From an optimization exercise on the open Yosys and OpenROAD flow, aimed at small area and a short achievable clock period; shortcuts taken in it are not production practice.
In this exercise RTL edits were held to simulation tests only and were not proved equivalent to the original.
Power is estimated from default activity; no workload was simulated.

## design.v

```verilog
module alu16bit (
  input clk,
  input reset,
  input [2:0] operation,
  input [15:0] operand_A,
  input [15:0] operand_B,
  output reg [31:0] result,
  output reg carry_flag,
  output reg zero_flag
);
  wire [15:0] a = operand_A;
  wire [15:0] b = operand_B;
  wire is_add = (operation == 3'd0);
  wire is_sub = (operation == 3'd1);
  wire is_mul = (operation == 3'd2);
  wire [15:0] m = is_mul ? b : {15'd0, is_add | is_sub};
  reg [15:0] cv;
  always @(*) begin
    case (operation)
      3'd0: cv = b;
      3'd1: cv = ~b;
      3'd3: cv = a & b;
      3'd4: cv = a | b;
      3'd5: cv = ~(a & b);
      3'd6: cv = ~(a | b);
      3'd7: cv = a ^ b;
      default: cv = 16'd0;
    endcase
  end
  wire cin = is_sub;
  wire [15:0] an = ~a;
  wire [15:0] mn = ~m;
  wire p1;
  nor2 up1 (an[0], mn[0], p1);
  wire p2;
  nor2 up2 (an[1], mn[0], p2);
  wire p3;
  nor2 up3 (an[2], mn[0], p3);
  wire p4;
  nor2 up4 (an[3], mn[0], p4);
  wire p5;
  nor2 up5 (an[4], mn[0], p5);
  wire p6;
  nor2 up6 (an[5], mn[0], p6);
  wire p7;
  nor2 up7 (an[6], mn[0], p7);
  wire p8;
  nor2 up8 (an[7], mn[0], p8);
  wire p9;
  nor2 up9 (an[8], mn[0], p9);
  wire p10;
  nor2 up10 (an[9], mn[0], p10);
  wire p11;
  nor2 up11 (an[10], mn[0], p11);
  wire p12;
  nor2 up12 (an[11], mn[0], p12);
  wire p13;
  nor2 up13 (an[12], mn[0], p13);
  wire p14;
  nor2 up14 (an[13], mn[0], p14);
  wire p15;
  nor2 up15 (an[14], mn[0], p15);
  wire p16;
  nor2 up16 (an[15], mn[0], p16);
  wire p17;
  nor2 up17 (an[0], mn[1], p17);
  wire p18;
  nor2 up18 (an[1], mn[1], p18);
  wire p19;
  nor2 up19 (an[2], mn[1], p19);
  wire p20;
  nor2 up20 (an[3], mn[1], p20);
  wire p21;
  nor2 up21 (an[4], mn[1], p21);
  wire p22;
  nor2 up22 (an[5], mn[1], p22);
  wire p23;
  nor2 up23 (an[6], mn[1], p23);
  wire p24;
  nor2 up24 (an[7], mn[1], p24);
  wire p25;
  nor2 up25 (an[8], mn[1], p25);
  wire p26;
  nor2 up26 (an[9], mn[1], p26);
  wire p27;
  nor2 up27 (an[10], mn[1], p27);
  wire p28;
  nor2 up28 (an[11], mn[1], p28);
  wire p29;
  nor2 up29 (an[12], mn[1], p29);
  wire p30;
  nor2 up30 (an[13], mn[1], p30);
  wire p31;
  nor2 up31 (an[14], mn[1], p31);
  wire p32;
  nor2 up32 (an[15], mn[1], p32);
  wire p33;
  nor2 up33 (an[0], mn[2], p33);
  wire p34;
  nor2 up34 (an[1], mn[2], p34);
  wire p35;
  nor2 up35 (an[2], mn[2], p35);
  wire p36;
  nor2 up36 (an[3], mn[2], p36);
  wire p37;
  nor2 up37 (an[4], mn[2], p37);
  wire p38;
  nor2 up38 (an[5], mn[2], p38);
  wire p39;
  nor2 up39 (an[6], mn[2], p39);
  wire p40;
  nor2 up40 (an[7], mn[2], p40);
  wire p41;
  nor2 up41 (an[8], mn[2], p41);
  wire p42;
  nor2 up42 (an[9], mn[2], p42);
  wire p43;
  nor2 up43 (an[10], mn[2], p43);
  wire p44;
  nor2 up44 (an[11], mn[2], p44);
  wire p45;
  nor2 up45 (an[12], mn[2], p45);
  wire p46;
  nor2 up46 (an[13], mn[2], p46);
  wire p47;
  nor2 up47 (an[14], mn[2], p47);
  wire p48;
  nor2 up48 (an[15], mn[2], p48);
  wire p49;
  nor2 up49 (an[0], mn[3], p49);
  wire p50;
  nor2 up50 (an[1], mn[3], p50);
  wire p51;
  nor2 up51 (an[2], mn[3], p51);
  wire p52;
  nor2 up52 (an[3], mn[3], p52);
  wire p53;
  nor2 up53 (an[4], mn[3], p53);
  wire p54;
  nor2 up54 (an[5], mn[3], p54);
  wire p55;
  nor2 up55 (an[6], mn[3], p55);
  wire p56;
  nor2 up56 (an[7], mn[3], p56);
  wire p57;
  nor2 up57 (an[8], mn[3], p57);
  wire p58;
  nor2 up58 (an[9], mn[3], p58);
  wire p59;
  nor2 up59 (an[10], mn[3], p59);
  wire p60;
  nor2 up60 (an[11], mn[3], p60);
  wire p61;
  nor2 up61 (an[12], mn[3], p61);
  wire p62;
  nor2 up62 (an[13], mn[3], p62);
  wire p63;
  nor2 up63 (an[14], mn[3], p63);
  wire p64;
  nor2 up64 (an[15], mn[3], p64);
  wire p65;
  nor2 up65 (an[0], mn[4], p65);
  wire p66;
  nor2 up66 (an[1], mn[4], p66);
  wire p67;
  nor2 up67 (an[2], mn[4], p67);
  wire p68;
  nor2 up68 (an[3], mn[4], p68);
  wire p69;
  nor2 up69 (an[4], mn[4], p69);
  wire p70;
  nor2 up70 (an[5], mn[4], p70);
  wire p71;
  nor2 up71 (an[6], mn[4], p71);
  wire p72;
  nor2 up72 (an[7], mn[4], p72);
  wire p73;
  nor2 up73 (an[8], mn[4], p73);
  wire p74;
  nor2 up74 (an[9], mn[4], p74);
  wire p75;
  nor2 up75 (an[10], mn[4], p75);
  wire p76;
  nor2 up76 (an[11], mn[4], p76);
  wire p77;
  nor2 up77 (an[12], mn[4], p77);
  wire p78;
  nor2 up78 (an[13], mn[4], p78);
  wire p79;
  nor2 up79 (an[14], mn[4], p79);
  wire p80;
  nor2 up80 (an[15], mn[4], p80);
  wire p81;
  nor2 up81 (an[0], mn[5], p81);
  wire p82;
  nor2 up82 (an[1], mn[5], p82);
  wire p83;
  nor2 up83 (an[2], mn[5], p83);
  wire p84;
  nor2 up84 (an[3], mn[5], p84);
  wire p85;
  nor2 up85 (an[4], mn[5], p85);
  wire p86;
  nor2 up86 (an[5], mn[5], p86);
  wire p87;
  nor2 up87 (an[6], mn[5], p87);
  wire p88;
  nor2 up88 (an[7], mn[5], p88);
  wire p89;
  nor2 up89 (an[8], mn[5], p89);
  wire p90;
  nor2 up90 (an[9], mn[5], p90);
  wire p91;
  nor2 up91 (an[10], mn[5], p91);
  wire p92;
  nor2 up92 (an[11], mn[5], p92);
  wire p93;
  nor2 up93 (an[12], mn[5], p93);
  wire p94;
  nor2 up94 (an[13], mn[5], p94);
  wire p95;
  nor2 up95 (an[14], mn[5], p95);
  wire p96;
  nor2 up96 (an[15], mn[5], p96);
  wire p97;
  nor2 up97 (an[0], mn[6], p97);
  wire p98;
  nor2 up98 (an[1], mn[6], p98);
  wire p99;
  nor2 up99 (an[2], mn[6], p99);
  wire p100;
  nor2 up100 (an[3], mn[6], p100);
  wire p101;
  nor2 up101 (an[4], mn[6], p101);
  wire p102;
  nor2 up102 (an[5], mn[6], p102);
  wire p103;
  nor2 up103 (an[6], mn[6], p103);
  wire p104;
  nor2 up104 (an[7], mn[6], p104);
  wire p105;
  nor2 up105 (an[8], mn[6], p105);
  wire p106;
  nor2 up106 (an[9], mn[6], p106);
  wire p107;
  nor2 up107 (an[10], mn[6], p107);
  wire p108;
  nor2 up108 (an[11], mn[6], p108);
  wire p109;
  nor2 up109 (an[12], mn[6], p109);
  wire p110;
  nor2 up110 (an[13], mn[6], p110);
  wire p111;
  nor2 up111 (an[14], mn[6], p111);
  wire p112;
  nor2 up112 (an[15], mn[6], p112);
  wire p113;
  nor2 up113 (an[0], mn[7], p113);
  wire p114;
  nor2 up114 (an[1], mn[7], p114);
  wire p115;
  nor2 up115 (an[2], mn[7], p115);
  wire p116;
  nor2 up116 (an[3], mn[7], p116);
  wire p117;
  nor2 up117 (an[4], mn[7], p117);
  wire p118;
  nor2 up118 (an[5], mn[7], p118);
  wire p119;
  nor2 up119 (an[6], mn[7], p119);
  wire p120;
  nor2 up120 (an[7], mn[7], p120);
  wire p121;
  nor2 up121 (an[8], mn[7], p121);
  wire p122;
  nor2 up122 (an[9], mn[7], p122);
  wire p123;
  nor2 up123 (an[10], mn[7], p123);
  wire p124;
  nor2 up124 (an[11], mn[7], p124);
  wire p125;
  nor2 up125 (an[12], mn[7], p125);
  wire p126;
  nor2 up126 (an[13], mn[7], p126);
  wire p127;
  nor2 up127 (an[14], mn[7], p127);
  wire p128;
  nor2 up128 (an[15], mn[7], p128);
  wire p129;
  nor2 up129 (an[0], mn[8], p129);
  wire p130;
  nor2 up130 (an[1], mn[8], p130);
  wire p131;
  nor2 up131 (an[2], mn[8], p131);
  wire p132;
  nor2 up132 (an[3], mn[8], p132);
  wire p133;
  nor2 up133 (an[4], mn[8], p133);
  wire p134;
  nor2 up134 (an[5], mn[8], p134);
  wire p135;
  nor2 up135 (an[6], mn[8], p135);
  wire p136;
  nor2 up136 (an[7], mn[8], p136);
  wire p137;
  nor2 up137 (an[8], mn[8], p137);
  wire p138;
  nor2 up138 (an[9], mn[8], p138);
  wire p139;
  nor2 up139 (an[10], mn[8], p139);
  wire p140;
  nor2 up140 (an[11], mn[8], p140);
  wire p141;
  nor2 up141 (an[12], mn[8], p141);
  wire p142;
  nor2 up142 (an[13], mn[8], p142);
  wire p143;
  nor2 up143 (an[14], mn[8], p143);
  wire p144;
  nor2 up144 (an[15], mn[8], p144);
  wire p145;
  nor2 up145 (an[0], mn[9], p145);
  wire p146;
  nor2 up146 (an[1], mn[9], p146);
  wire p147;
  nor2 up147 (an[2], mn[9], p147);
  wire p148;
  nor2 up148 (an[3], mn[9], p148);
  wire p149;
  nor2 up149 (an[4], mn[9], p149);
  wire p150;
  nor2 up150 (an[5], mn[9], p150);
  wire p151;
  nor2 up151 (an[6], mn[9], p151);
  wire p152;
  nor2 up152 (an[7], mn[9], p152);
  wire p153;
  nor2 up153 (an[8], mn[9], p153);
  wire p154;
  nor2 up154 (an[9], mn[9], p154);
  wire p155;
  nor2 up155 (an[10], mn[9], p155);
  wire p156;
  nor2 up156 (an[11], mn[9], p156);
  wire p157;
  nor2 up157 (an[12], mn[9], p157);
  wire p158;
  nor2 up158 (an[13], mn[9], p158);
  wire p159;
  nor2 up159 (an[14], mn[9], p159);
  wire p160;
  nor2 up160 (an[15], mn[9], p160);
  wire p161;
  nor2 up161 (an[0], mn[10], p161);
  wire p162;
  nor2 up162 (an[1], mn[10], p162);
  wire p163;
  nor2 up163 (an[2], mn[10], p163);
  wire p164;
  nor2 up164 (an[3], mn[10], p164);
  wire p165;
  nor2 up165 (an[4], mn[10], p165);
  wire p166;
  nor2 up166 (an[5], mn[10], p166);
  wire p167;
  nor2 up167 (an[6], mn[10], p167);
  wire p168;
  nor2 up168 (an[7], mn[10], p168);
  wire p169;
  nor2 up169 (an[8], mn[10], p169);
  wire p170;
  nor2 up170 (an[9], mn[10], p170);
  wire p171;
  nor2 up171 (an[10], mn[10], p171);
  wire p172;
  nor2 up172 (an[11], mn[10], p172);
  wire p173;
  nor2 up173 (an[12], mn[10], p173);
  wire p174;
  nor2 up174 (an[13], mn[10], p174);
  wire p175;
  nor2 up175 (an[14], mn[10], p175);
  wire p176;
  nor2 up176 (an[15], mn[10], p176);
  wire p177;
  nor2 up177 (an[0], mn[11], p177);
  wire p178;
  nor2 up178 (an[1], mn[11], p178);
  wire p179;
  nor2 up179 (an[2], mn[11], p179);
  wire p180;
  nor2 up180 (an[3], mn[11], p180);
  wire p181;
  nor2 up181 (an[4], mn[11], p181);
  wire p182;
  nor2 up182 (an[5], mn[11], p182);
  wire p183;
  nor2 up183 (an[6], mn[11], p183);
  wire p184;
  nor2 up184 (an[7], mn[11], p184);
  wire p185;
  nor2 up185 (an[8], mn[11], p185);
  wire p186;
  nor2 up186 (an[9], mn[11], p186);
  wire p187;
  nor2 up187 (an[10], mn[11], p187);
  wire p188;
  nor2 up188 (an[11], mn[11], p188);
  wire p189;
  nor2 up189 (an[12], mn[11], p189);
  wire p190;
  nor2 up190 (an[13], mn[11], p190);
  wire p191;
  nor2 up191 (an[14], mn[11], p191);
  wire p192;
  nor2 up192 (an[15], mn[11], p192);
  wire p193;
  nor2 up193 (an[0], mn[12], p193);
  wire p194;
  nor2 up194 (an[1], mn[12], p194);
  wire p195;
  nor2 up195 (an[2], mn[12], p195);
  wire p196;
  nor2 up196 (an[3], mn[12], p196);
  wire p197;
  nor2 up197 (an[4], mn[12], p197);
  wire p198;
  nor2 up198 (an[5], mn[12], p198);
  wire p199;
  nor2 up199 (an[6], mn[12], p199);
  wire p200;
  nor2 up200 (an[7], mn[12], p200);
  wire p201;
  nor2 up201 (an[8], mn[12], p201);
  wire p202;
  nor2 up202 (an[9], mn[12], p202);
  wire p203;
  nor2 up203 (an[10], mn[12], p203);
  wire p204;
  nor2 up204 (an[11], mn[12], p204);
  wire p205;
  nor2 up205 (an[12], mn[12], p205);
  wire p206;
  nor2 up206 (an[13], mn[12], p206);
  wire p207;
  nor2 up207 (an[14], mn[12], p207);
  wire p208;
  nor2 up208 (an[15], mn[12], p208);
  wire p209;
  nor2 up209 (an[0], mn[13], p209);
  wire p210;
  nor2 up210 (an[1], mn[13], p210);
  wire p211;
  nor2 up211 (an[2], mn[13], p211);
  wire p212;
  nor2 up212 (an[3], mn[13], p212);
  wire p213;
  nor2 up213 (an[4], mn[13], p213);
  wire p214;
  nor2 up214 (an[5], mn[13], p214);
  wire p215;
  nor2 up215 (an[6], mn[13], p215);
  wire p216;
  nor2 up216 (an[7], mn[13], p216);
  wire p217;
  nor2 up217 (an[8], mn[13], p217);
  wire p218;
  nor2 up218 (an[9], mn[13], p218);
  wire p219;
  nor2 up219 (an[10], mn[13], p219);
  wire p220;
  nor2 up220 (an[11], mn[13], p220);
  wire p221;
  nor2 up221 (an[12], mn[13], p221);
  wire p222;
  nor2 up222 (an[13], mn[13], p222);
  wire p223;
  nor2 up223 (an[14], mn[13], p223);
  wire p224;
  nor2 up224 (an[15], mn[13], p224);
  wire p225;
  nor2 up225 (an[0], mn[14], p225);
  wire p226;
  nor2 up226 (an[1], mn[14], p226);
  wire p227;
  nor2 up227 (an[2], mn[14], p227);
  wire p228;
  nor2 up228 (an[3], mn[14], p228);
  wire p229;
  nor2 up229 (an[4], mn[14], p229);
  wire p230;
  nor2 up230 (an[5], mn[14], p230);
  wire p231;
  nor2 up231 (an[6], mn[14], p231);
  wire p232;
  nor2 up232 (an[7], mn[14], p232);
  wire p233;
  nor2 up233 (an[8], mn[14], p233);
  wire p234;
  nor2 up234 (an[9], mn[14], p234);
  wire p235;
  nor2 up235 (an[10], mn[14], p235);
  wire p236;
  nor2 up236 (an[11], mn[14], p236);
  wire p237;
  nor2 up237 (an[12], mn[14], p237);
  wire p238;
  nor2 up238 (an[13], mn[14], p238);
  wire p239;
  nor2 up239 (an[14], mn[14], p239);
  wire p240;
  nor2 up240 (an[15], mn[14], p240);
  wire p241;
  nor2 up241 (an[0], mn[15], p241);
  wire p242;
  nor2 up242 (an[1], mn[15], p242);
  wire p243;
  nor2 up243 (an[2], mn[15], p243);
  wire p244;
  nor2 up244 (an[3], mn[15], p244);
  wire p245;
  nor2 up245 (an[4], mn[15], p245);
  wire p246;
  nor2 up246 (an[5], mn[15], p246);
  wire p247;
  nor2 up247 (an[6], mn[15], p247);
  wire p248;
  nor2 up248 (an[7], mn[15], p248);
  wire p249;
  nor2 up249 (an[8], mn[15], p249);
  wire p250;
  nor2 up250 (an[9], mn[15], p250);
  wire p251;
  nor2 up251 (an[10], mn[15], p251);
  wire p252;
  nor2 up252 (an[11], mn[15], p252);
  wire p253;
  nor2 up253 (an[12], mn[15], p253);
  wire p254;
  nor2 up254 (an[13], mn[15], p254);
  wire p255;
  nor2 up255 (an[14], mn[15], p255);
  wire p256;
  nor2 up256 (an[15], mn[15], p256);
  wire n257, n258;
  ha un257 (p13, p28, n257, n258);
  wire n259, n260;
  fa un259 (p14, p29, p44, n259, n260);
  wire n261, n262;
  ha un261 (p59, p74, n261, n262);
  wire n263, n264;
  fa un263 (p15, p30, p45, n263, n264);
  wire n265, n266;
  fa un265 (p60, p75, p90, n265, n266);
  wire n267, n268;
  ha un267 (p105, p120, n267, n268);
  wire n269, n270;
  fa un269 (p16, p31, p46, n269, n270);
  wire n271, n272;
  fa un271 (p61, p76, p91, n271, n272);
  wire n273, n274;
  fa un273 (p106, p121, p136, n273, n274);
  wire n275, n276;
  ha un275 (p151, p166, n275, n276);
  wire n277, n278;
  fa un277 (p32, p47, p62, n277, n278);
  wire n279, n280;
  fa un279 (p77, p92, p107, n279, n280);
  wire n281, n282;
  fa un281 (p122, p137, p152, n281, n282);
  wire n283, n284;
  fa un283 (p48, p63, p78, n283, n284);
  wire n285, n286;
  fa un285 (p93, p108, p123, n285, n286);
  wire n287, n288;
  fa un287 (p64, p79, p94, n287, n288);
  wire n289, n290;
  ha un289 (p9, p24, n289, n290);
  wire n291, n292;
  fa un291 (p10, p25, p40, n291, n292);
  wire n293, n294;
  ha un293 (p55, p70, n293, n294);
  wire n295, n296;
  fa un295 (p11, p26, p41, n295, n296);
  wire n297, n298;
  fa un297 (p56, p71, p86, n297, n298);
  wire n299, n300;
  ha un299 (p101, p116, n299, n300);
  wire n301, n302;
  fa un301 (p12, p27, p42, n301, n302);
  wire n303, n304;
  fa un303 (p57, p72, p87, n303, n304);
  wire n305, n306;
  fa un305 (p102, p117, p132, n305, n306);
  wire n307, n308;
  ha un307 (p147, p162, n307, n308);
  wire n309, n310;
  fa un309 (p43, p58, p73, n309, n310);
  wire n311, n312;
  fa un311 (p88, p103, p118, n311, n312);
  wire n313, n314;
  fa un313 (p133, p148, p163, n313, n314);
  wire n315, n316;
  fa un315 (p178, p193, cv[12], n315, n316);
  wire n317, n318;
  fa un317 (p89, p104, p119, n317, n318);
  wire n319, n320;
  fa un319 (p134, p149, p164, n319, n320);
  wire n321, n322;
  fa un321 (p179, p194, p209, n321, n322);
  wire n323, n324;
  fa un323 (cv[13], n258, n261, n323, n324);
  wire n325, n326;
  fa un325 (p135, p150, p165, n325, n326);
  wire n327, n328;
  fa un327 (p180, p195, p210, n327, n328);
  wire n329, n330;
  fa un329 (p225, cv[14], n262, n329, n330);
  wire n331, n332;
  fa un331 (n267, n260, n263, n331, n332);
  wire n333, n334;
  fa un333 (p181, p196, p211, n333, n334);
  wire n335, n336;
  fa un335 (p226, p241, cv[15], n335, n336);
  wire n337, n338;
  fa un337 (n268, n275, n264, n337, n338);
  wire n339, n340;
  fa un339 (n266, n269, n271, n339, n340);
  wire n341, n342;
  fa un341 (p167, p182, p197, n341, n342);
  wire n343, n344;
  fa un343 (p212, p227, p242, n343, n344);
  wire n345, n346;
  fa un345 (n276, n270, n272, n345, n346);
  wire n347, n348;
  fa un347 (n274, n277, n279, n347, n348);
  wire n349, n350;
  fa un349 (p138, p153, p168, n349, n350);
  wire n351, n352;
  fa un351 (p183, p198, p213, n351, n352);
  wire n353, n354;
  fa un353 (p228, p243, n278, n353, n354);
  wire n355, n356;
  fa un355 (n280, n282, n283, n355, n356);
  wire n357, n358;
  fa un357 (p109, p124, p139, n357, n358);
  wire n359, n360;
  fa un359 (p154, p169, p184, n359, n360);
  wire n361, n362;
  fa un361 (p199, p214, p229, n361, n362);
  wire n363, n364;
  fa un363 (p244, n284, n286, n363, n364);
  wire n365, n366;
  fa un365 (p80, p95, p110, n365, n366);
  wire n367, n368;
  fa un367 (p125, p140, p155, n367, n368);
  wire n369, n370;
  fa un369 (p170, p185, p200, n369, n370);
  wire n371, n372;
  fa un371 (p215, p230, p245, n371, n372);
  wire n373, n374;
  fa un373 (p96, p111, p126, n373, n374);
  wire n375, n376;
  fa un375 (p141, p156, p171, n375, n376);
  wire n377, n378;
  fa un377 (p186, p201, p216, n377, n378);
  wire n379, n380;
  fa un379 (p112, p127, p142, n379, n380);
  wire n381, n382;
  fa un381 (p157, p172, p187, n381, n382);
  wire n383, n384;
  fa un383 (p128, p143, p158, n383, n384);
  wire n385, n386;
  ha un385 (p6, p21, n385, n386);
  wire n387, n388;
  fa un387 (p7, p22, p37, n387, n388);
  wire n389, n390;
  ha un389 (p52, p67, n389, n390);
  wire n391, n392;
  fa un391 (p8, p23, p38, n391, n392);
  wire n393, n394;
  fa un393 (p53, p68, p83, n393, n394);
  wire n395, n396;
  ha un395 (p98, p113, n395, n396);
  wire n397, n398;
  fa un397 (p39, p54, p69, n397, n398);
  wire n399, n400;
  fa un399 (p84, p99, p114, n399, n400);
  wire n401, n402;
  fa un401 (p129, cv[8], n289, n401, n402);
  wire n403, n404;
  fa un403 (p85, p100, p115, n403, n404);
  wire n405, n406;
  fa un405 (p130, p145, cv[9], n405, n406);
  wire n407, n408;
  fa un407 (n290, n293, n291, n407, n408);
  wire n409, n410;
  fa un409 (p131, p146, p161, n409, n410);
  wire n411, n412;
  fa un411 (cv[10], n294, n299, n411, n412);
  wire n413, n414;
  fa un413 (n292, n295, n297, n413, n414);
  wire n415, n416;
  fa un415 (p177, cv[11], n300, n415, n416);
  wire n417, n418;
  fa un417 (n307, n296, n298, n417, n418);
  wire n419, n420;
  fa un419 (n301, n303, n305, n419, n420);
  wire n421, n422;
  fa un421 (n308, n257, n302, n421, n422);
  wire n423, n424;
  fa un423 (n304, n306, n309, n423, n424);
  wire n425, n426;
  fa un425 (n311, n313, n315, n425, n426);
  wire n427, n428;
  fa un427 (n310, n312, n314, n427, n428);
  wire n429, n430;
  fa un429 (n259, n317, n319, n429, n430);
  wire n431, n432;
  fa un431 (n321, n316, n323, n431, n432);
  wire n433, n434;
  fa un433 (n318, n320, n322, n433, n434);
  wire n435, n436;
  fa un435 (n265, n325, n327, n435, n436);
  wire n437, n438;
  fa un437 (n324, n329, n331, n437, n438);
  wire n439, n440;
  fa un439 (n326, n328, n273, n439, n440);
  wire n441, n442;
  fa un441 (n333, n335, n330, n441, n442);
  wire n443, n444;
  fa un443 (n332, n337, n339, n443, n444);
  wire n445, n446;
  fa un445 (n334, n281, n341, n445, n446);
  wire n447, n448;
  fa un447 (n343, n336, n338, n447, n448);
  wire n449, n450;
  fa un449 (n340, n345, n347, n449, n450);
  wire n451, n452;
  fa un451 (n342, n344, n285, n451, n452);
  wire n453, n454;
  fa un453 (n349, n351, n346, n453, n454);
  wire n455, n456;
  fa un455 (n348, n353, n355, n455, n456);
  wire n457, n458;
  fa un457 (n350, n352, n287, n457, n458);
  wire n459, n460;
  fa un459 (n357, n359, n361, n459, n460);
  wire n461, n462;
  fa un461 (n354, n356, n363, n461, n462);
  wire n463, n464;
  fa un463 (n358, n360, n362, n463, n464);
  wire n465, n466;
  fa un465 (n288, n365, n367, n465, n466);
  wire n467, n468;
  fa un467 (n369, n371, n364, n467, n468);
  wire n469, n470;
  fa un469 (p231, p246, n366, n469, n470);
  wire n471, n472;
  fa un471 (n368, n370, n372, n471, n472);
  wire n473, n474;
  fa un473 (n373, n375, n377, n473, n474);
  wire n475, n476;
  fa un475 (p202, p217, p232, n475, n476);
  wire n477, n478;
  fa un477 (p247, n374, n376, n477, n478);
  wire n479, n480;
  fa un479 (n378, n379, n381, n479, n480);
  wire n481, n482;
  fa un481 (p173, p188, p203, n481, n482);
  wire n483, n484;
  fa un483 (p218, p233, p248, n483, n484);
  wire n485, n486;
  fa un485 (n380, n382, n383, n485, n486);
  wire n487, n488;
  fa un487 (p144, p159, p174, n487, n488);
  wire n489, n490;
  fa un489 (p189, p204, p219, n489, n490);
  wire n491, n492;
  fa un491 (p234, p249, n384, n491, n492);
  wire n493, n494;
  fa un493 (p160, p175, p190, n493, n494);
  wire n495, n496;
  fa un495 (p205, p220, p235, n495, n496);
  wire n497, n498;
  fa un497 (p176, p191, p206, n497, n498);
  wire n499, n500;
  ha un499 (p4, p19, n499, n500);
  wire n501, n502;
  fa un501 (p5, p20, p35, n501, n502);
  wire n503, n504;
  ha un503 (p50, p65, n503, n504);
  wire n505, n506;
  fa un505 (p36, p51, p66, n505, n506);
  wire n507, n508;
  fa un507 (p81, cv[5], n385, n507, n508);
  wire n509, n510;
  fa un509 (p82, p97, cv[6], n509, n510);
  wire n511, n512;
  fa un511 (n386, n389, n387, n511, n512);
  wire n513, n514;
  fa un513 (cv[7], n390, n395, n513, n514);
  wire n515, n516;
  fa un515 (n388, n391, n393, n515, n516);
  wire n517, n518;
  fa un517 (n396, n392, n394, n517, n518);
  wire n519, n520;
  fa un519 (n397, n399, n401, n519, n520);
  wire n521, n522;
  fa un521 (n398, n400, n403, n521, n522);
  wire n523, n524;
  fa un523 (n405, n402, n407, n523, n524);
  wire n525, n526;
  fa un525 (n404, n409, n406, n525, n526);
  wire n527, n528;
  fa un527 (n411, n408, n413, n527, n528);
  wire n529, n530;
  fa un529 (n410, n412, n415, n529, n530);
  wire n531, n532;
  fa un531 (n414, n417, n419, n531, n532);
  wire n533, n534;
  fa un533 (n416, n418, n420, n533, n534);
  wire n535, n536;
  fa un535 (n421, n423, n425, n535, n536);
  wire n537, n538;
  fa un537 (n422, n424, n427, n537, n538);
  wire n539, n540;
  fa un539 (n429, n426, n431, n539, n540);
  wire n541, n542;
  fa un541 (n428, n430, n433, n541, n542);
  wire n543, n544;
  fa un543 (n435, n432, n437, n543, n544);
  wire n545, n546;
  fa un545 (n434, n436, n439, n545, n546);
  wire n547, n548;
  fa un547 (n441, n438, n443, n547, n548);
  wire n549, n550;
  fa un549 (n440, n445, n442, n549, n550);
  wire n551, n552;
  fa un551 (n447, n444, n449, n551, n552);
  wire n553, n554;
  fa un553 (n446, n451, n448, n553, n554);
  wire n555, n556;
  fa un555 (n453, n450, n455, n555, n556);
  wire n557, n558;
  fa un557 (n452, n457, n459, n557, n558);
  wire n559, n560;
  fa un559 (n454, n456, n461, n559, n560);
  wire n561, n562;
  fa un561 (n458, n460, n463, n561, n562);
  wire n563, n564;
  fa un563 (n465, n467, n462, n563, n564);
  wire n565, n566;
  fa un565 (n464, n466, n469, n565, n566);
  wire n567, n568;
  fa un567 (n471, n473, n468, n567, n568);
  wire n569, n570;
  fa un569 (n475, n470, n472, n569, n570);
  wire n571, n572;
  fa un571 (n474, n477, n479, n571, n572);
  wire n573, n574;
  fa un573 (n476, n481, n483, n573, n574);
  wire n575, n576;
  fa un575 (n478, n480, n485, n575, n576);
  wire n577, n578;
  fa un577 (n482, n484, n487, n577, n578);
  wire n579, n580;
  fa un579 (n489, n486, n491, n579, n580);
  wire n581, n582;
  fa un581 (p250, n488, n490, n581, n582);
  wire n583, n584;
  fa un583 (n493, n495, n492, n583, n584);
  wire n585, n586;
  fa un585 (p221, p236, p251, n585, n586);
  wire n587, n588;
  fa un587 (n494, n496, n497, n587, n588);
  wire n589, n590;
  fa un589 (p192, p207, p222, n589, n590);
  wire n591, n592;
  fa un591 (p237, p252, n498, n591, n592);
  wire n593, n594;
  fa un593 (p208, p223, p238, n593, n594);
  wire n595, n596;
  ha un595 (p3, p18, n595, n596);
  wire n597, n598;
  fa un597 (p34, p49, cv[3], n597, n598);
  wire n599, n600;
  fa un599 (cv[4], n500, n503, n599, n600);
  wire n601, n602;
  fa un601 (n504, n502, n505, n601, n602);
  wire n603, n604;
  fa un603 (n506, n509, n508, n603, n604);
  wire n605, n606;
  fa un605 (n510, n513, n512, n605, n606);
  wire n607, n608;
  fa un607 (n514, n516, n517, n607, n608);
  wire n609, n610;
  fa un609 (n518, n521, n520, n609, n610);
  wire n611, n612;
  fa un611 (n522, n525, n524, n611, n612);
  wire n613, n614;
  fa un613 (n526, n529, n528, n613, n614);
  wire n615, n616;
  fa un615 (n530, n532, n533, n615, n616);
  wire n617, n618;
  fa un617 (n534, n537, n536, n617, n618);
  wire n619, n620;
  fa un619 (n538, n541, n540, n619, n620);
  wire n621, n622;
  fa un621 (n542, n545, n544, n621, n622);
  wire n623, n624;
  fa un623 (n546, n549, n548, n623, n624);
  wire n625, n626;
  fa un625 (n550, n553, n552, n625, n626);
  wire n627, n628;
  fa un627 (n557, n554, n559, n627, n628);
  wire n629, n630;
  fa un629 (n558, n561, n560, n629, n630);
  wire n631, n632;
  fa un631 (n562, n565, n564, n631, n632);
  wire n633, n634;
  fa un633 (n569, n566, n571, n633, n634);
  wire n635, n636;
  fa un635 (n573, n570, n572, n635, n636);
  wire n637, n638;
  fa un637 (n574, n577, n576, n637, n638);
  wire n639, n640;
  fa un639 (n578, n581, n583, n639, n640);
  wire n641, n642;
  fa un641 (n585, n582, n587, n641, n642);
  wire n643, n644;
  fa un643 (n586, n589, n588, n643, n644);
  wire n645, n646;
  fa un645 (p253, n590, n593, n645, n646);
  wire n647, n648;
  fa un647 (p224, p239, p254, n647, n648);
  wire n649, n650;
  ha un649 (cin, p1, n649, n650);
  wire n651, n652;
  fa un651 (p2, p17, cv[1], n651, n652);
  wire n653, n654;
  fa un653 (p33, cv[2], n595, n653, n654);
  wire n655, n656;
  fa un655 (n596, n499, n597, n655, n656);
  wire n657, n658;
  fa un657 (n501, n598, n599, n657, n658);
  wire n659, n660;
  fa un659 (n600, n507, n601, n659, n660);
  wire n661, n662;
  fa un661 (n602, n511, n603, n661, n662);
  wire n663, n664;
  fa un663 (n515, n604, n605, n663, n664);
  wire n665, n666;
  fa un665 (n519, n606, n607, n665, n666);
  wire n667, n668;
  fa un667 (n608, n523, n609, n667, n668);
  wire n669, n670;
  fa un669 (n527, n610, n611, n669, n670);
  wire n671, n672;
  fa un671 (n531, n612, n613, n671, n672);
  wire n673, n674;
  fa un673 (n535, n614, n615, n673, n674);
  wire n675, n676;
  fa un675 (n539, n616, n617, n675, n676);
  wire n677, n678;
  fa un677 (n618, n543, n619, n677, n678);
  wire n679, n680;
  fa un679 (n547, n620, n621, n679, n680);
  wire n681, n682;
  fa un681 (n551, n622, n623, n681, n682);
  wire n683, n684;
  fa un683 (n555, n624, n625, n683, n684);
  wire n685, n686;
  fa un685 (n556, n626, n627, n685, n686);
  wire n687, n688;
  fa un687 (n563, n628, n629, n687, n688);
  wire n689, n690;
  fa un689 (n567, n630, n631, n689, n690);
  wire n691, n692;
  fa un691 (n568, n633, n632, n691, n692);
  wire n693, n694;
  fa un693 (n575, n635, n634, n693, n694);
  wire n695, n696;
  fa un695 (n579, n636, n637, n695, n696);
  wire n697, n698;
  fa un697 (n580, n638, n639, n697, n698);
  wire n699, n700;
  fa un699 (n584, n641, n640, n699, n700);
  wire n701, n702;
  fa un701 (n591, n642, n643, n701, n702);
  wire n703, n704;
  fa un703 (n592, n645, n644, n703, n704);
  wire n705, n706;
  fa un705 (n594, n647, n646, n705, n706);
  wire n707, n708;
  fa un707 (p240, p255, n648, n707, n708);
  wire n709, n710;
  ha un709 (cv[0], n649, n709, n710);
  wire n711, n712;
  fa un711 (n650, n710, n651, n711, n712);
  wire n713, n714;
  fa un713 (n652, n653, n712, n713, n714);
  wire n715, n716;
  fa un715 (n654, n655, n714, n715, n716);
  wire n717, n718;
  fa un717 (n656, n657, n716, n717, n718);
  wire n719, n720;
  fa un719 (n658, n659, n718, n719, n720);
  wire n721, n722;
  ha un721 (n660, n661, n721, n722);
  wire n723, n724;
  ha un723 (n662, n663, n723, n724);
  wire n725, n726;
  ha un725 (n664, n665, n725, n726);
  wire n727, n728;
  ha un727 (n666, n667, n727, n728);
  wire n729, n730;
  ha un729 (n668, n669, n729, n730);
  wire n731, n732;
  ha un731 (n670, n671, n731, n732);
  wire n733, n734;
  ha un733 (n672, n673, n733, n734);
  wire n735, n736;
  ha un735 (n674, n675, n735, n736);
  wire n737, n738;
  ha un737 (n676, n677, n737, n738);
  wire n739, n740;
  ha un739 (n678, n679, n739, n740);
  wire n741, n742;
  ha un741 (n680, n681, n741, n742);
  wire n743, n744;
  ha un743 (n682, n683, n743, n744);
  wire n745, n746;
  ha un745 (n684, n685, n745, n746);
  wire n747, n748;
  ha un747 (n686, n687, n747, n748);
  wire n749, n750;
  ha un749 (n688, n689, n749, n750);
  wire n751, n752;
  ha un751 (n690, n691, n751, n752);
  wire n753, n754;
  ha un753 (n692, n693, n753, n754);
  wire n755, n756;
  ha un755 (n694, n695, n755, n756);
  wire n757, n758;
  ha un757 (n696, n697, n757, n758);
  wire n759, n760;
  ha un759 (n698, n699, n759, n760);
  wire n761, n762;
  ha un761 (n700, n701, n761, n762);
  wire n763, n764;
  ha un763 (n702, n703, n763, n764);
  wire n765, n766;
  ha un765 (n704, n705, n765, n766);
  wire n767, n768;
  ha un767 (n706, n707, n767, n768);
  wire n769, n770;
  ha un769 (n708, p256, n769, n770);
  wire n771 = ~((n721 & n720) | n722);
  wire n772 = ~((n725 & n724) | n726);
  wire n773 = ~(n725 & n723);
  wire n774 = ~((n729 & n728) | n730);
  wire n775 = ~(n729 & n727);
  wire n776 = ~((n733 & n732) | n734);
  wire n777 = ~(n733 & n731);
  wire n778 = ~((n737 & n736) | n738);
  wire n779 = ~(n737 & n735);
  wire n780 = ~((n741 & n740) | n742);
  wire n781 = ~(n741 & n739);
  wire n782 = ~((n745 & n744) | n746);
  wire n783 = ~(n745 & n743);
  wire n784 = ~((n749 & n748) | n750);
  wire n785 = ~(n749 & n747);
  wire n786 = ~((n753 & n752) | n754);
  wire n787 = ~(n753 & n751);
  wire n788 = ~((n757 & n756) | n758);
  wire n789 = ~(n757 & n755);
  wire n790 = ~((n761 & n760) | n762);
  wire n791 = ~(n761 & n759);
  wire n792 = ~((n765 & n764) | n766);
  wire n793 = ~(n765 & n763);
  wire n794 = ~((n769 & n768) | n770);
  wire n795 = ~(n769 & n767);
  wire n796 = ~((n773 | n771) & n772);
  wire n797 = ~((n777 | n774) & n776);
  wire n798 = ~(n777 | n775);
  wire n799 = ~((n781 | n778) & n780);
  wire n800 = ~(n781 | n779);
  wire n801 = ~((n785 | n782) & n784);
  wire n802 = ~(n785 | n783);
  wire n803 = ~((n789 | n786) & n788);
  wire n804 = ~(n789 | n787);
  wire n805 = ~((n793 | n790) & n792);
  wire n806 = ~(n793 | n791);
  wire n807 = ~((n798 & n796) | n797);
  wire n808 = ~((n802 & n799) | n801);
  wire n809 = ~(n802 & n800);
  wire n810 = ~((n806 & n803) | n805);
  wire n811 = ~(n806 & n804);
  wire n812 = ~((n809 | n807) & n808);
  wire n813 = ~n812;
  wire n814 = ~((n811 | n813) & n810);
  wire n815 = ~n807;
  wire n816 = ~((n800 & n815) | n799);
  wire n817 = ~((n804 & n812) | n803);
  wire n818 = ~n796;
  wire n819 = ~((n775 | n818) & n774);
  wire n820 = ~((n779 | n807) & n778);
  wire n821 = ~((n783 | n816) & n782);
  wire n822 = ~n812;
  wire n823 = ~((n787 | n822) & n786);
  wire n824 = ~((n791 | n817) & n790);
  wire n825 = ~n814;
  wire n826 = ~((n795 | n825) & n794);
  wire n827 = ~n771;
  wire n828 = ~((n723 & n827) | n724);
  wire n829 = ~((n727 & n796) | n728);
  wire n830 = ~((n731 & n819) | n732);
  wire n831 = ~n807;
  wire n832 = ~((n735 & n831) | n736);
  wire n833 = ~((n739 & n820) | n740);
  wire n834 = ~n816;
  wire n835 = ~((n743 & n834) | n744);
  wire n836 = ~((n747 & n821) | n748);
  wire n837 = ~((n751 & n812) | n752);
  wire n838 = ~((n755 & n823) | n756);
  wire n839 = ~n817;
  wire n840 = ~((n759 & n839) | n760);
  wire n841 = ~((n763 & n824) | n764);
  wire n842 = ~((n767 & n814) | n768);
  wire n843 = ~((1'b0 & n826) | 1'b0);
  wire n844, n845;
  ha un844 (n721, n720, n844, n845);
  wire n846, n847;
  ha un846 (n723, n771, n846, n847);
  wire n848 = ~n846;
  wire n849, n850;
  ha un849 (n725, n828, n849, n850);
  wire n851 = ~n849;
  wire n852, n853;
  ha un852 (n727, n796, n852, n853);
  wire n854, n855;
  ha un854 (n729, n829, n854, n855);
  wire n856 = ~n854;
  wire n857, n858;
  ha un857 (n731, n819, n857, n858);
  wire n859, n860;
  ha un859 (n733, n830, n859, n860);
  wire n861 = ~n859;
  wire n862, n863;
  ha un862 (n735, n807, n862, n863);
  wire n864 = ~n862;
  wire n865, n866;
  ha un865 (n737, n832, n865, n866);
  wire n867 = ~n865;
  wire n868, n869;
  ha un868 (n739, n820, n868, n869);
  wire n870, n871;
  ha un870 (n741, n833, n870, n871);
  wire n872 = ~n870;
  wire n873, n874;
  ha un873 (n743, n816, n873, n874);
  wire n875 = ~n873;
  wire n876, n877;
  ha un876 (n745, n835, n876, n877);
  wire n878 = ~n876;
  wire n879, n880;
  ha un879 (n747, n821, n879, n880);
  wire n881, n882;
  ha un881 (n749, n836, n881, n882);
  wire n883 = ~n881;
  wire n884, n885;
  ha un884 (n751, n812, n884, n885);
  wire n886, n887;
  ha un886 (n753, n837, n886, n887);
  wire n888 = ~n886;
  wire n889, n890;
  ha un889 (n755, n823, n889, n890);
  wire n891, n892;
  ha un891 (n757, n838, n891, n892);
  wire n893 = ~n891;
  wire n894, n895;
  ha un894 (n759, n817, n894, n895);
  wire n896 = ~n894;
  wire n897, n898;
  ha un897 (n761, n840, n897, n898);
  wire n899 = ~n897;
  wire n900, n901;
  ha un900 (n763, n824, n900, n901);
  wire n902, n903;
  ha un902 (n765, n841, n902, n903);
  wire n904 = ~n902;
  wire n905, n906;
  ha un905 (n767, n814, n905, n906);
  wire n907, n908;
  ha un907 (n769, n842, n907, n908);
  wire n909 = ~n907;
  wire [31:0] s = {n826, n909, n905, n904, n900, n899, n896, n893, n889, n888, n884, n883, n879, n878, n875, n872, n868, n867, n864, n861, n857, n856, n852, n851, n848, n844, n719, n717, n715, n713, n711, n709};
  wire borrow = is_sub & ~s[16];
  wire zero_lo = (s[15:0] == 16'd0);
  wire zero_mul = (a == 16'd0) | (b == 16'd0);
  wire [31:0] r = {s[31:17] | {15{borrow}}, s[16] ^ is_sub, s[15:0]};
  wire z = is_mul ? zero_mul : zero_lo;
  always @(posedge clk) begin
    if (reset) begin
      result     <= 32'b0;
      carry_flag <= 1'b0;
      zero_flag  <= 1'b0;
    end else begin
      result     <= r;
      carry_flag <= borrow;
      zero_flag  <= z;
    end
  end
endmodule
module fa (input a, input b, input c, output s, output co);
  assign s = a ^ b ^ c;
  assign co = (a & b) | (a & c) | (b & c);
endmodule
module ha (input a, input b, output s, output co);
  assign s = a ^ b;
  assign co = a & b;
endmodule
module xor2 (input a, input b, output y);
  assign y = a ^ b;
endmodule
module xnor2 (input a, input b, output y);
  assign y = ~(a ^ b);
endmodule
module and2 (input a, input b, output y);
  assign y = a & b;
endmodule
module nand2 (input a, input b, output y);
  assign y = ~(a & b);
endmodule
module nor2 (input a, input b, output y);
  assign y = ~(a | b);
endmodule
module inv1 (input a, output y);
  assign y = ~a;
endmodule
module aoi21 (input a, input b, input c, output y);
  assign y = ~((a & b) | c);
endmodule
module oai21 (input a, input b, input c, output y);
  assign y = ~((a | b) & c);
endmodule
```

## flow/run.sh

```bash
#!/bin/bash
# The standard layout, with the port buffers made of plain buffers (sky130
# buf_1, which the resizer may upsize) instead of the delay-cell buffers that
# buffer_ports picks by default.
set -euo pipefail
export BUFFER_PORTS_ARGS="-buffer_cell sky130_fd_sc_hd__buf_1"
bash standard.sh > standard.log 2>&1
```

## standard.sh

```bash
#!/bin/bash
# synth_recipe.tcl (not shown) runs the flow's synth.tcl, then flattens the netlist and writes it again
# the make line also repeats each setting of config.mk as NAME=value (left out here)
make -C /OpenROAD-flow-scripts/flow DESIGN_CONFIG=/design/flow/config.mk WORK_HOME=/design/flow/orfs CLKGATE_MAP_FILE= SYNTH_SCRIPT=/design/flow/synth_recipe.tcl "${@:-finish}"
```

## config.mk

```make
export PLATFORM = sky130hd
export DESIGN_NAME = alu16bit
export DESIGN_NICKNAME = alu16bit
export VERILOG_FILES = /design/flow/design.v
export SDC_FILE = /design/flow/constraint.sdc
export NUM_CORES = 4
export LEC_CHECK = 0
export ABC_AREA = 1
export CAP_MARGIN = 20
export CORE_MARGIN = 2
export CORE_UTILIZATION = 40
export GPL_TIMING_DRIVEN = 0
export SLEW_MARGIN = 20
export SYNTH_HIERARCHICAL = 1
```

## constraint.sdc

```tcl
create_clock -name core_clock -period 7.2 [get_ports {clk}]
set_input_delay 1.4400 -clock core_clock [delete_from_list [all_inputs] [get_ports {clk}]]
set_output_delay 1.4400 -clock core_clock [all_outputs]
set_load 0.01 [all_outputs]
```

==> results.py <==
metrics = {
    "setup_path": {
        "max_stage_delay_ns": 0.52,
        "worstSetupEndpointType": "flip-flop",
        "worstPathRequired_ns": 7.41,
        "cp_slowest_cell": "fa_1",
        "cp_max_fo": 16,
        "cp-start-kind": "input port",
        "critical_path_class": "in -> reg",
        "arrival_ns": 7.08,
    },
    "floorplanning": {
        "coreArea_mm2": 0.0217,
        "row_count": 54,
        "dieArea_mm2": 0.0232,
        "die-height_um": 152,
        "fp.dieW_um": 152,
        "top_level_ports": 71,
        "start_util_pct": 40.5,
    },
    "synth": {
        "synth.most_common_cell": "nor2_1",
        "synthTopCellsByCount": "303 x nor2_1, 216 x fa_1, 99 x ha_1",
        "synth_area_leader_cell": "fa_1",
        "yosys_most_used_dff": "dfxtp_1",
        "synthesis.area_mm2": 0.00878,
        "synth_nets": 1282,
        "yosysUniqueCellTypes": 31,
        "netlist_instances": 930,
        "synth.area.top_cells": "fa_1 49%, ha_1 14%, nor2_1 13%",
        "synth-edff-count": 0,
        "ys_async_sr_fraction_pct": 0,
        "seq_area_frac_synth_pct": 7.75,
        "yosysWarnings": 7,
        "ys_seq_elements": 34,
        "synth_top_area_share_pct": 49.2,
        "syn_avg_cell_area_um2": 9.44,
    },
    "clock_tree": {
        "clk_pin_slew_worst_paths_ns": 0.05,
        "cts_buffer_depth": 2,
        "root_buffer": "clkbuf_16",
        "cts_sinks": 34,
        "numCtsBuffers": 5,
        "cts-htree-levels": 2,
        "cts_tree": "done",
    },
    "sta": {
        "fmax_mhz": 146,
        "finalHoldViolCount": 0,
        "fin_setup_tns_ns": 0,
        "period_minus_slack_ns": 6.87,
        "setup_viol_count_final": 0,
        "worst_pin_slew_ns": 0.909,
        "relSlewSlack_pct": 39.4,
        "post-route-period-util_pct": 95.4,
        "slew_viol_final": 0,
        "grt_setup_unrepaired": "no",
    },
    "job": {
        "max-cap-violations": 0,
    },
    "route": {
        "drtAntennaViolNets": 0,
        "routed_wl_um": 25200,
        "vias": 7209,
        "wl_per_cell_um": 19.3,
        "post-route-drc-count": 0,
        "drt-initial-drc-count": 494,
        "viasPerCell": 5.51,
        "drtPass1Iterations": 5,
    },
    "placed_design": {
        "placedCellCount": 1281,
        "gp_congestion": 0.855,
        "port_buffers": 69,
        "hpwlAfterDp_um": 18900,
        "placed_area_mm2": 0.00941,
    },
    "power": {
        "ir_worst_vdd_uv": 107,
        "leakagePower_uw": 0.00508,
        "p_per_area_mw_per_mm2": 117,
    },
    "min_path": {
        "hp-class": "in -> reg",
        "hold_end": "result[18]$_SDFF_PP0_",
        "hold_depth": 2,
        "hold_start": "reset",
    },
    "layout": {
        "final_util_pct": 45.4,
        "areaGrowthSynthToFinish_pct": 12.0,
        "diodes": 0,
        "final_cells": 1308,
        "stdcell_area_mm2": 0.00984,
        "fin_nets": 1379,
        "drive_gt1_share_pct": 7.39,
    },
    "global_route": {
        "grt_max_degree": 19,
        "grt_usage_pct": 22.2,
        "grt_pass1_wl_um": 40500,
        "grt_pass1_vias": 7782,
        "overflow": 0,
        "antenna_found_initial": 0,
    },
    "outcome": {
        "status": "no timing/DRC/antenna violations",
    },
}
==> timing repair <==
item | CTS | global route
hold buffers | 0 | 0
resized for setup | 12 | 35
cloned | 0 | 0
setup endpoints to repair | 18 | 17
pin swaps | 1 | 3
buffers inserted | 2 | 17
==> kinds of logic (layout without fill, tap and decap cells) <==
| logic type | after synthesis | after routing | share of synthesized area (%) |
|---|---|---|---|
| adders and majority gates | 315 | 315 | 63.3 |
| buffers and inverters | 82 | 180 | 3.62 |
| DFF | 34 | 34 | 7.75 |
| and+or+nand+nor | 406 | 406 | 18.3 |
| AOI/OAI and AO/OA | 93 | 93 | 7.04 |
==> flip-flops by register name, summed over array words and instances (netlist names) <==
signal,cells
result,32
carry_flag,1
zero_flag,1
==> routing by layer <==
metal	part of all wire [%]	track usage [%]	vias up
li1	-	-	3182
met1	38	28.2	3709
met2	52	38.6	263
met3	6.0	3.61	55
met4	3.4	7.52	0
met5	0	0	-
==> modules after synthesis, one instance, submodules excluded <==
module	cell area [um^2]	flops+latches
alu16bit	2670	34
ha	12.5	0
fa	20.0	0
nor2	3.75	0
==> worst max-delay path, delay by kind of cell <==
kind | cells | cell delay [ns]
buffers and inverters | 4 | 0.56
and+or+nand+nor | 12 | 1.50
AOI/OAI and AO/OA | 2 | 0.20
adders and majority gates | 8 | 3.35
==> stage by stage <==
step                      worst slack, ns  hold slack [ns]  total power [uW]
after floorplan                     0.387             1.71               720
after global placement              -1.02             1.78               925
after detailed placement            -1.10             1.79               930
after CTS                         0.00707             1.50              1160
after global routing              0.00407             1.56              1270
final                               0.331             1.49              1150
==> cell usage in the layout (no fill, tap or decap), types with 6 or more instances in the layout <==
cell type	n
inv_1	62
a21oi_1	37
dfxtp_1	34
nand2_4	9
nand4_1	10
a221oi_1	12
a22oi_1	8
ha_1	99
buf_1	67
nor2_1	298
nand2_2	10
fa_1	216
buf_4	22
o22ai_1	12
o2111ai_1	13
clkinvlp_4	6
nand2_1	60
==> worst max path at each step <==
stage                 startpoint                    end  slack (ns)  cells past startpoint
floorplan           operation[1]  result[17]$_SDFF_PP0_        0.39                     22
CTS                 operation[1]  result[25]$_SDFF_PP0_       0.007                     23
global placement    operation[1]  result[25]$_SDFF_PP0_       -1.02                     23
global route        operation[1]  result[28]$_SDFF_PP0_       0.004                     26
detailed placement  operation[1]  result[25]$_SDFF_PP0_       -1.10                     23
finish              operation[1]  result[28]$_SDFF_PP0_        0.33                     26
==> power by group <==
group          internal [uW]  switching (uW)
clock network            137            76.1
registers                237            11.5
logic                    265             425
total                    639             513
==> final cells by class <==
type | instances | area, um^2
plain buffers | 12 | 66.3
clock buffers | 7 | 143
clock inverters | 1 | 5.00
fillers | 2135 | 11800
inverters | 70 | 285
multi-input cells | 814 | 7890
flip-flops and latches | 34 | 681
well taps | 280 | 350
repair buffers | 90 | 419

what the ideal ports hide:
In the flow no input, the clock included, has a driving cell. The finished layout below was timed again as built, in two steps. Step 1: set_driving_cell puts a clkbuf_16 on clk and a buf_2 on each other input, an assumption about the parent block. Step 2, shift: input delay + t, output delay - t, t = (earliest + latest rising clock arrival at the registers) / 2. This alone moves slack from input paths to output paths. Three values: ideal ports, drivers, drivers and shift; two values: the first two.
shift t [ns]: 0.316
slack for setup (ns): 0.331 / 0.350 / 0.034
clock arrival spread, ns: 0.008 / 0.008
worst register clock-pin slew, ns: 0.05 / 0.05
After both steps this run still meets setup and hold. The setup slack of this run moves by +0.019 ns with the drivers and by -0.297 ns with both steps.
